Context: an optimization exercise on an open-source flow, tuned for small area and a short achievable clock period. The choices shown serve that exercise and are no tape-out recipe. Only simulation tests tie the RTL to the original design; equivalence was not proved. Power is estimated from default activity; no workload was simulated.

Setup of north:
Design mul, start of the top module:
module mul(clk,
	   reset,
	   is_signed,
	   is_high,
	   go,
	   src_A,
	   src_B,
	   rob_ptr_in,
	   prf_ptr_in,
	   y,
	   complete,
	   rob_ptr_out,
	   prf_ptr_val_out,
	   prf_ptr_out);
clock: 8.0 ns
lec_check: 0
cap_margin: 20
core_margin: 2
core_utilization: 68
cts_cluster_diameter: 60
cts_cluster_size: 24
slew_margin: 20
synth_hierarchical: 1
standard.sh (not shown) runs the stock make flow with config.mk's settings and CLKGATE_MAP_FILE= SYNTH_SCRIPT=/design/flow/synth_recipe.tcl, a recipe that flattens the netlist after the stock synthesis.
==> flow/flow/run.sh <==
#!/bin/bash
# The standard layout (standard.sh: unchanged synthesis, floorplan, power grid, tap
# cells, placement, CTS and routing) with two changes to how it is made:
#  - the port buffers that placement inserts on every input and output are plain buf_2
#    cells instead of the default delay-buffer cell;
#  - timing repair aims 5.1 ns below the fixed 8 ns clock period (setup margin).
set -euo pipefail
bash standard.sh "BUFFER_PORTS_ARGS=-buffer_cell sky130_fd_sc_hd__buf_2" "SETUP_SLACK_MARGIN=5.1" finish > standard.log 2>&1
> inputs changed (north -> middle)
diff --git a/flow/flow/run.sh b/flow/flow/run.sh
--- a/flow/flow/run.sh
+++ b/flow/flow/run.sh
@@ -6 +6 @@
-#  - timing repair aims 5.1 ns below the fixed 8 ns clock period (setup margin).
+#  - timing repair aims 5.0 ns below the fixed 8 ns clock period (setup margin).
@@ -8 +8 @@
-bash standard.sh "BUFFER_PORTS_ARGS=-buffer_cell sky130_fd_sc_hd__buf_2" "SETUP_SLACK_MARGIN=5.1" finish > standard.log 2>&1
+bash standard.sh "BUFFER_PORTS_ARGS=-buffer_cell sky130_fd_sc_hd__buf_2" "SETUP_SLACK_MARGIN=5.0" finish > standard.log 2>&1
==> comparison <==
Between middle and north, the difference in combinational group share of total power is negligible. middle went all the way through synthesis, placement and routing and the layout is clean on timing, DRC and antenna. north closes out successfully: all stages finished, all timing, DRC and antenna checks passed. Final area delta (middle − north): favourable. Against north, middle reports a overall power of the completed layout that is lower. A critical path's slowest cell of sky130_fd_sc_hd__fa_1 is what middle shows, while sky130_fd_sc_hd__dfxtp_4 belongs to north. Share of total power in sequential cells (higher): middle.

---

## run a
mul, a different RTL version from the one above (not shown whole).
For scale: ~3200 cells after synthesis, roughly 530 flip-flops, about 36000 µm² of cells after synthesis.
## mul
module mul(clk,
	   reset,
	   is_signed,
	   is_high,
	   go,
	   src_A,
	   src_B,
	   rob_ptr_in,
	   prf_ptr_in,
	   y,
	   complete,
	   rob_ptr_out,
	   prf_ptr_val_out,
	   prf_ptr_out);
export LEC_CHECK = 0
export CAP_MARGIN = 20
export CORE_MARGIN = 2
export CORE_UTILIZATION = 55
export SETUP_SLACK_MARGIN = 5
export SLEW_MARGIN = 20
export SYNTH_HIERARCHICAL = 1
create_clock -name core_clock -period 8.0 [get_ports {clk}]
==> flow/flow/run.sh <==
#!/bin/bash
# The standard layout (standard.sh: unchanged synthesis, floorplan, power grid, tap
# cells, placement, CTS and routing), with the port buffers that placement inserts on every
# input and output made plain buf_2 cells instead of the default delay-buffer cell.
set -euo pipefail
bash standard.sh "BUFFER_PORTS_ARGS=-buffer_cell sky130_fd_sc_hd__buf_2" finish > standard.log 2>&1
No stage failed in run a, and the final checks on the layout all came back clean.
diff inputs: run a => run b
# run a
export LEC_CHECK = 0
export CAP_MARGIN = 20
export CORE_MARGIN = 2
export CORE_UTILIZATION = 55
export SETUP_SLACK_MARGIN = 5
export SLEW_MARGIN = 20
export SYNTH_HIERARCHICAL = 1
create_clock -name core_clock -period 8.0 [get_ports {clk}]
# run b
export LEC_CHECK = 0
export CAP_MARGIN = 20
export CORE_MARGIN = 2
export CORE_UTILIZATION = 55
export CTS_CLUSTER_DIAMETER = 60
export CTS_CLUSTER_SIZE = 24
export SLEW_MARGIN = 20
export SYNTH_HIERARCHICAL = 1
create_clock -name core_clock -period 8.0 [get_ports {clk}]
==> flow/flow/run.sh <==
#!/bin/bash
# The standard layout (standard.sh: unchanged synthesis, floorplan, power grid, tap
# cells, placement, CTS and routing) with two changes to how it is made:
#  - the port buffers that placement inserts on every input and output are plain buf_2
#    cells instead of the default delay-buffer cell;
#  - timing repair aims 5.2 ns below the fixed 8 ns clock period (setup margin).
set -euo pipefail
bash standard.sh "BUFFER_PORTS_ARGS=-buffer_cell sky130_fd_sc_hd__buf_2" "SETUP_SLACK_MARGIN=5.2" finish > standard.log 2>&1
Notes after the runs:
From run a to run b the numbers moved as follows: first-pass GRT wire length now smaller, total track usage about even, number of buffers and inverters on the critical path went up by 1, relative area of non-clock buffer cells in the final design now sits higher.
Looking at critical-path cell with the highest stage delay, the dfxtp_4 result is from run b; the a221oi_1 one comes from run a.
Cell depth of the worst min-delay path: run a vs run b identical

## port drivers added, routing unchanged
Ports are ideal in the flow. The routed layouts listed here were re-timed in OpenROAD.
Step 1 sets driving cells, clkbuf_16 on the clock port and buf_2 on the other inputs (assumed; they add their load-dependent delay and slew).
Step 2 moves the port delays by t, midway between the first and last clock arrival at a register: inputs arrive t later, outputs are due t later. That takes back most of the time a late clock gives input paths.
Slacks: no drivers / after step 1 / after step 2; pairs: no drivers / after step 1.
run	t (ns)	setup WS [ns]	worst hold slack (ns)
north	0.681	5.112 / 5.101 / 5.112	0.329 / 0.329 / 0.329
middle	0.680	5.071 / 5.071 / 5.071	0.329 / 0.329 / 0.329
run a	0.695	5.055 / 5.055 / 5.055	0.324 / 0.324 / 0.324
run b	0.669	5.158 / 5.158 / 5.158	0.319 / 0.319 / 0.319
After both steps setup and hold are still met in every run listed.
